This design comes from an exercise in tuning for small area on the open sky130 flow, not from production work. In this exercise RTL edits were held to simulation tests only and were not proved equivalent to the original. The clock input has no modelled driver; a real chip could not lean on it and would need a root buffer or a full tree. Power and IR drop assume default switching activity.

## example
module example(input wire clk,output reg a,output tog,input fl,input start,input reset ,input B0,input B9,input B1,input B2,input B3,input B4,input B5,input B6,input B7,input B8,output leda,output ledb,output ledc,output ledd,output lede,output ledf,output ledg);
assign tog=1'b0;
assign leda=1'b0;
assign ledb=1'b0;
assign ledc=1'b0;
assign ledd=1'b0;
assign lede=1'b0;
assign ledf=1'b0;
assign ledg=1'b0;
reg [7:0] delay1;                              
reg [2:0] count;                               
reg [5:0] tmp_hour, tmp_minute, tmp_second;    
reg [5:0] f_hour, f_minute, f_second;          
wire entry = fl & ~start;
wire cnt   = start & ~fl;
wire run   = fl ^ start;
wire hi0    = ~(delay1[7] | delay1[6]);
wire tick_e = entry & hi0 & (delay1[5:0] == 6'd26);
wire tick_c = cnt   & hi0 & (delay1[5:0] == 6'd39);
wire       clr_d = reset | tick_e | tick_c;
wire [7:0] d_inc = delay1 + {7'd0, run};
always @(posedge clk) delay1 <= clr_d ? 8'd0 : d_inc;
wire p01 = B0 | B1, p23 = B2 | B3, p45 = B4 | B5, p67 = B6 | B7, p89 = B8 | B9;
  ...
Settings: LEC_CHECK=0, CAP_MARGIN=20, CORE_MARGIN=2, CORE_UTILIZATION=40, SLEW_MARGIN=20; clock period 10.0 ns.
standard.sh (not shown) runs the stock make flow with config.mk's settings and CLKGATE_MAP_FILE= SYNTH_SCRIPT=/design/flow/synth_recipe.tcl, a recipe that flattens the netlist after the stock synthesis.
==> flow/flow/run.sh <==
#!/bin/bash
# Own layout flow: the standard synthesis, then an area-oriented ABC remap of the
# combinational logic only (flip-flops keep their cells and names), then the
# standard ORFS layout with small port buffers and a flat clock tree (post_cts.tcl).
set -euo pipefail
here=$(pwd)
R=$here/orfs/results/$FLOW_PLATFORM/example/base

bash standard.sh synth > "$here/log_synth.txt" 2>&1

cp "$R/1_2_yosys.v" "$here/std_netlist.v"
# eight remaps with different ABC seeds, four at a time; keep the smallest
SEEDS="1 2 3 4 5 6 7 8"
for seed in $SEEDS; do
  if [[ $seed == 5 ]]; then wait; fi
  sed "s/@SEED@/$seed/" "$here/flow/remap.abc.in" > "$here/remap_$seed.abc"
  LIB=$FLOW_HOME/platforms/$FLOW_PLATFORM/lib/sky130_fd_sc_hd__tt_025C_1v80.lib \
  IN="$here/std_netlist.v" OUT="$here/remap_$seed.v" ABCSCRIPT="$here/remap_$seed.abc" \
    yosys -c "$here/flow/remap.tcl" > "$here/log_remap_$seed.txt" 2>&1 &
done
wait
best=$(for seed in $SEEDS; do
  area=$(grep -o "Chip area for module '.example': [0-9.]*" "$here/remap_$seed.v.stat" 2>/dev/null | awk '{print $NF}' || true)
  if [[ -n "$area" && -s "$here/remap_$seed.v" ]]; then printf '%s %s\n' "$area" $seed; fi
done | sort -n | head -1 | awk '{print $2}')
echo "remap: seed $best chosen" > "$here/log_remap_choice.txt"
cat "$here"/remap_*.v.stat | grep "Chip area" >> "$here/log_remap_choice.txt"
cp "$here/remap_$best.v" "$here/remap_netlist.v"
cp "$here/remap_netlist.v" "$R/1_2_yosys.v"
rm -f "$R/1_synth.odb" "$R/1_synth.sdc"

bash standard.sh \
  "BUFFER_PORTS_ARGS=-buffer_cell sky130_fd_sc_hd__buf_1" \
  "CTS_ARGS=$(cat "$here/flow/cts_args.txt")" \
  "POST_CTS_TCL=$here/flow/post_cts.tcl" \
  "SKIP_REPAIR_TIE_FANOUT=1" \
  finish > "$here/log_layout.txt" 2>&1
==> flow/flow/post_cts.tcl <==
# Replace the clock tree that CTS built with a flat one: the clock port drives NB
# clock buffers, each driving one group of flip-flops close to it (k-means on the
# flip-flop positions). Every flip-flop then sees the same single buffer stage.
set NB 4
set BUFCELL sky130_fd_sc_hd__buf_4
set block [ord::get_db_block]
set db [ord::get_db]
set clknet [[$block findBTerm clk] getNet]

# flip-flop clock pins
set sinks {}
foreach inst [$block getInsts] {
  if {[[$inst getMaster] isSequential]} {
    set it [$inst findITerm CLK]
    lassign [$inst getLocation] x y
    lappend sinks [list $it $x $y]
  }
}
# the tree CTS built: every buffer reached from the clock port through clock nets
set front [list $clknet]
set old_insts {}
set old_nets {}
while {[llength $front]} {
  set net [lindex $front 0]
  set front [lrange $front 1 end]
  foreach it [$net getITerms] {
    set inst [$it getInst]
    if {[[$inst getMaster] isSequential]} { continue }
    if {[$it isOutputSignal]} { continue }
    lappend old_insts $inst
    foreach o [$inst getITerms] {
      if {[$o isOutputSignal] && [$o getNet] ne "NULL"} {
        lappend old_nets [$o getNet]
        lappend front [$o getNet]
      }
    }
  }
}
foreach s $sinks { [lindex $s 0] disconnect }
foreach inst $old_insts { odb::dbInst_destroy $inst }
foreach net [lsort -unique $old_nets] { odb::dbNet_destroy $net }

# k-means on the flip-flop positions
set n [llength $sinks]
set sorted [lsort -integer -index 1 $sinks]
set cents {}
for {set g 0} {$g < $NB} {incr g} {
  set s [lindex $sorted [expr {int(($g + 0.5) * $n / $NB)}]]
  lappend cents [list [lindex $s 1] [lindex $s 2]]
}
for {set iter 0} {$iter < 20} {incr iter} {
  set groups {}
  for {set g 0} {$g < $NB} {incr g} { lappend groups {} }
  foreach s $sinks {
    set best 0; set bd 1e30
    for {set g 0} {$g < $NB} {incr g} {
      lassign [lindex $cents $g] cx cy
      set d [expr {abs([lindex $s 1] - $cx) + abs([lindex $s 2] - $cy)}]
      if {$d < $bd} { set bd $d; set best $g }
    }
    lset groups $best [concat [lindex $groups $best] [list $s]]
  }
  set cents {}
  foreach grp $groups {
    set sx 0; set sy 0
    foreach s $grp { set sx [expr {$sx + [lindex $s 1]}]; set sy [expr {$sy + [lindex $s 2]}] }
    set k [expr {max(1, [llength $grp])}]
    lappend cents [list [expr {int($sx / $k)}] [expr {int($sy / $k)}]]
  }
}
set master [$db findMaster $BUFCELL]
set g 0
foreach grp $groups cent $cents {
  if {![llength $grp]} { continue }
  set buf [odb::dbInst_create $block $master "clkbuf_flat_$g"]
  $buf setLocation {*}$cent
  $buf setPlacementStatus PLACED
  set net [odb::dbNet_create $block "clknet_flat_$g"]
  $net setSigType CLOCK
  [$buf findITerm A] connect $clknet
  [$buf findITerm X] connect $net
  foreach s $grp { [lindex $s 0] connect $net }
  puts "flat clock tree: buffer $g drives [llength $grp] flip-flops"
  incr g
}
detailed_placement
check_placement -verbose
estimate_parasitics -placement
==> flow/flow/remap.abc.in <==
strash
&get -n
&deepsyn -T 30 -S @SEED@
&put
dch -f
amap
topo
==> flow/flow/remap.tcl <==
# Remap the combinational cells of the standard synthesis netlist for area.
yosys read_liberty -ignore_miss_func $::env(LIB)
yosys read_verilog $::env(IN)
yosys hierarchy -top example
# keep the flip-flops as they are (cell and instance name)
yosys setattr -mod -set keep_hierarchy 1 sky130_fd_sc_hd__*df*
yosys flatten
yosys opt_clean
yosys stat
set dont {}
foreach c {probe_p_8 probec_p_8 lpflow_*} { lappend dont -dont_use sky130_fd_sc_hd__$c }
yosys abc -liberty $::env(LIB) {*}$dont -script $::env(ABCSCRIPT)
yosys opt_clean -purge
# one tie cell drives all the constant outputs
yosys hilomap -singleton -hicell sky130_fd_sc_hd__conb_1 HI -locell sky130_fd_sc_hd__conb_1 LO
yosys opt_clean -purge
yosys blackbox =sky130_fd_sc_hd__*
yosys tee -o $::env(OUT).stat stat -liberty $::env(LIB)
yosys write_verilog -noattr -nohex -nodec $::env(OUT)
Other scripts of this flow, unchanged in this note and not shown: flow/flow/cts_args.txt
==> next run, changes <==
==> flow/flow/run.sh (replaced) <==
#!/bin/bash
# Own layout flow: the standard synthesis, then an area-oriented ABC remap of the
# combinational logic only (flip-flops keep their cells and names), then the
# standard ORFS layout with small port buffers and a flat clock tree (post_cts.tcl).
set -euo pipefail
here=$(pwd)
R=$here/orfs/results/$FLOW_PLATFORM/example/base

bash standard.sh synth > "$here/log_synth.txt" 2>&1

cp "$R/1_2_yosys.v" "$here/std_netlist.v"
LIB=$FLOW_HOME/platforms/$FLOW_PLATFORM/lib/sky130_fd_sc_hd__tt_025C_1v80.lib \
IN="$here/std_netlist.v" OUT="$here/remap_netlist.v" ABCSCRIPT="$here/flow/remap.abc" \
  yosys -c "$here/flow/remap.tcl" > "$here/log_remap.txt" 2>&1
cp "$here/remap_netlist.v" "$R/1_2_yosys.v"
rm -f "$R/1_synth.odb" "$R/1_synth.sdc"

bash standard.sh \
  "BUFFER_PORTS_ARGS=-buffer_cell sky130_fd_sc_hd__buf_1" \
  "CTS_ARGS=$(cat "$here/flow/cts_args.txt")" \
  "POST_CTS_TCL=$here/flow/post_cts.tcl" \
  finish > "$here/log_layout.txt" 2>&1
--- a/flow/flow/post_cts.tcl
+++ b/flow/flow/post_cts.tcl
@@ -3,4 +3,4 @@
 # flip-flop positions). Every flip-flop then sees the same single buffer stage.
-set NB 4
-set BUFCELL sky130_fd_sc_hd__buf_4
+set NB 3
+set BUFCELL sky130_fd_sc_hd__clkbuf_8
 set block [ord::get_db_block]
==> flow/flow/remap.abc (new file) <==
strash
&get -n
&deepsyn -T 30
&put
dch -f
amap
topo
--- a/flow/flow/remap.tcl
+++ b/flow/flow/remap.tcl
@@ -13,7 +13,7 @@
 yosys opt_clean -purge
-# one tie cell drives all the constant outputs
-yosys hilomap -singleton -hicell sky130_fd_sc_hd__conb_1 HI -locell sky130_fd_sc_hd__conb_1 LO
+# one tie cell per constant output, as the standard flow ends up with
+yosys hilomap -hicell sky130_fd_sc_hd__conb_1 HI -locell sky130_fd_sc_hd__conb_1 LO
 yosys opt_clean -purge
 yosys blackbox =sky130_fd_sc_hd__*
-yosys tee -o $::env(OUT).stat stat -liberty $::env(LIB)
+yosys stat -liberty $::env(LIB)
 yosys write_verilog -noattr -nohex -nodec $::env(OUT)
removed: flow/flow/remap.abc.in
After rerunning: The changed run produced a clean layout; design area went up by 2.8%; utilization shrinks by 1.0 points; clock skew is lower by 0.0054 ns; critical path depth went up by 1; via count climbs by 3.2%; worst setup slack got worse by 0.027 ns; hold slack gains 0.0038 ns; routed wire length climbs by 10%; total power rises by 3.4%; area after synthesis grows by 2.4%; final cell count came out higher by 3.2%.
==> next run, changes <==
--- a/flow/flow/run.sh
+++ b/flow/flow/run.sh
@@ -11,5 +11,16 @@
 cp "$R/1_2_yosys.v" "$here/std_netlist.v"
-LIB=$FLOW_HOME/platforms/$FLOW_PLATFORM/lib/sky130_fd_sc_hd__tt_025C_1v80.lib \
-IN="$here/std_netlist.v" OUT="$here/remap_netlist.v" ABCSCRIPT="$here/flow/remap.abc" \
-  yosys -c "$here/flow/remap.tcl" > "$here/log_remap.txt" 2>&1
+# four remaps with different ABC seeds in parallel; keep the smallest
+for seed in 1 2 3 4; do
+  sed "s/@SEED@/$seed/" "$here/flow/remap.abc.in" > "$here/remap_$seed.abc"
+  LIB=$FLOW_HOME/platforms/$FLOW_PLATFORM/lib/sky130_fd_sc_hd__tt_025C_1v80.lib \
+  IN="$here/std_netlist.v" OUT="$here/remap_$seed.v" ABCSCRIPT="$here/remap_$seed.abc" \
+    yosys -c "$here/flow/remap.tcl" > "$here/log_remap_$seed.txt" 2>&1 &
+done
+wait
+best=$(for seed in 1 2 3 4; do
+  printf '%s %s\n' "$(grep -o "Chip area for module '.example': [0-9.]*" "$here/remap_$seed.v.stat" | awk '{print $NF}')" $seed
+done | sort -n | head -1 | awk '{print $2}')
+echo "remap: seed $best chosen" > "$here/log_remap_choice.txt"
+cat "$here"/remap_*.v.stat | grep "Chip area" >> "$here/log_remap_choice.txt"
+cp "$here/remap_$best.v" "$here/remap_netlist.v"
 cp "$here/remap_netlist.v" "$R/1_2_yosys.v"
@@ -21,2 +32,3 @@
   "POST_CTS_TCL=$here/flow/post_cts.tcl" \
+  "SKIP_REPAIR_TIE_FANOUT=1" \
   finish > "$here/log_layout.txt" 2>&1
--- a/flow/flow/post_cts.tcl
+++ b/flow/flow/post_cts.tcl
@@ -3,4 +3,4 @@
 # flip-flop positions). Every flip-flop then sees the same single buffer stage.
-set NB 3
-set BUFCELL sky130_fd_sc_hd__clkbuf_8
+set NB 4
+set BUFCELL sky130_fd_sc_hd__buf_4
 set block [ord::get_db_block]
==> flow/flow/remap.abc.in (new file) <==
strash
&get -n
&deepsyn -T 30 -S @SEED@
&put
dch -f
amap
topo
--- a/flow/flow/remap.tcl
+++ b/flow/flow/remap.tcl
@@ -13,7 +13,7 @@
 yosys opt_clean -purge
-# one tie cell per constant output, as the standard flow ends up with
-yosys hilomap -hicell sky130_fd_sc_hd__conb_1 HI -locell sky130_fd_sc_hd__conb_1 LO
+# one tie cell drives all the constant outputs
+yosys hilomap -singleton -hicell sky130_fd_sc_hd__conb_1 HI -locell sky130_fd_sc_hd__conb_1 LO
 yosys opt_clean -purge
 yosys blackbox =sky130_fd_sc_hd__*
-yosys stat -liberty $::env(LIB)
+yosys tee -o $::env(OUT).stat stat -liberty $::env(LIB)
 yosys write_verilog -noattr -nohex -nodec $::env(OUT)
removed: flow/flow/remap.abc
=>
- The new run produced a clean layout
- utilization came out higher by 1.0 points
- power falls by 3.4%
- routed wire length came out lower by 8.7%
- synthesized area fell by about 2.3%
- sequential cell count stays the same
In every run of this note, the design's own scripts or RTL, not TritonCTS, make the clock network.

separate check: timing with driven ports:
The results above use ideal ports. As a check the final layouts listed here were re-extracted and re-timed, cells and wires unchanged.
Step 1: set_driving_cell puts a clkbuf_16 on clk and a buf_2 on each other input, an assumption about the parent block.
Step 2 also shifts input and output timing later by t, the mid clock arrival at the registers, as if the neighbouring blocks saw the same clock.
Three values: ideal, step 1, step 2; two values: the first two.
run	t, ns	setup WS [ns]	worst setup path after step 2	clock arrival spread, ns	cell pins on the clock port's net
the first run	0.185	5.085 / 5.112 / 4.927	input to register	0.031 / 0.031	4
the second run	0.201	5.059 / 5.086 / 4.885	input to register	0.026 / 0.026	3
the third run	0.185	5.048 / 5.073 / 4.888	input to register	0.031 / 0.030	4
After both steps setup and hold are still met in every run listed. For the second run, which loses most, drivers alone change the setup slack by +0.027 ns; drivers and shift together by -0.174 ns.
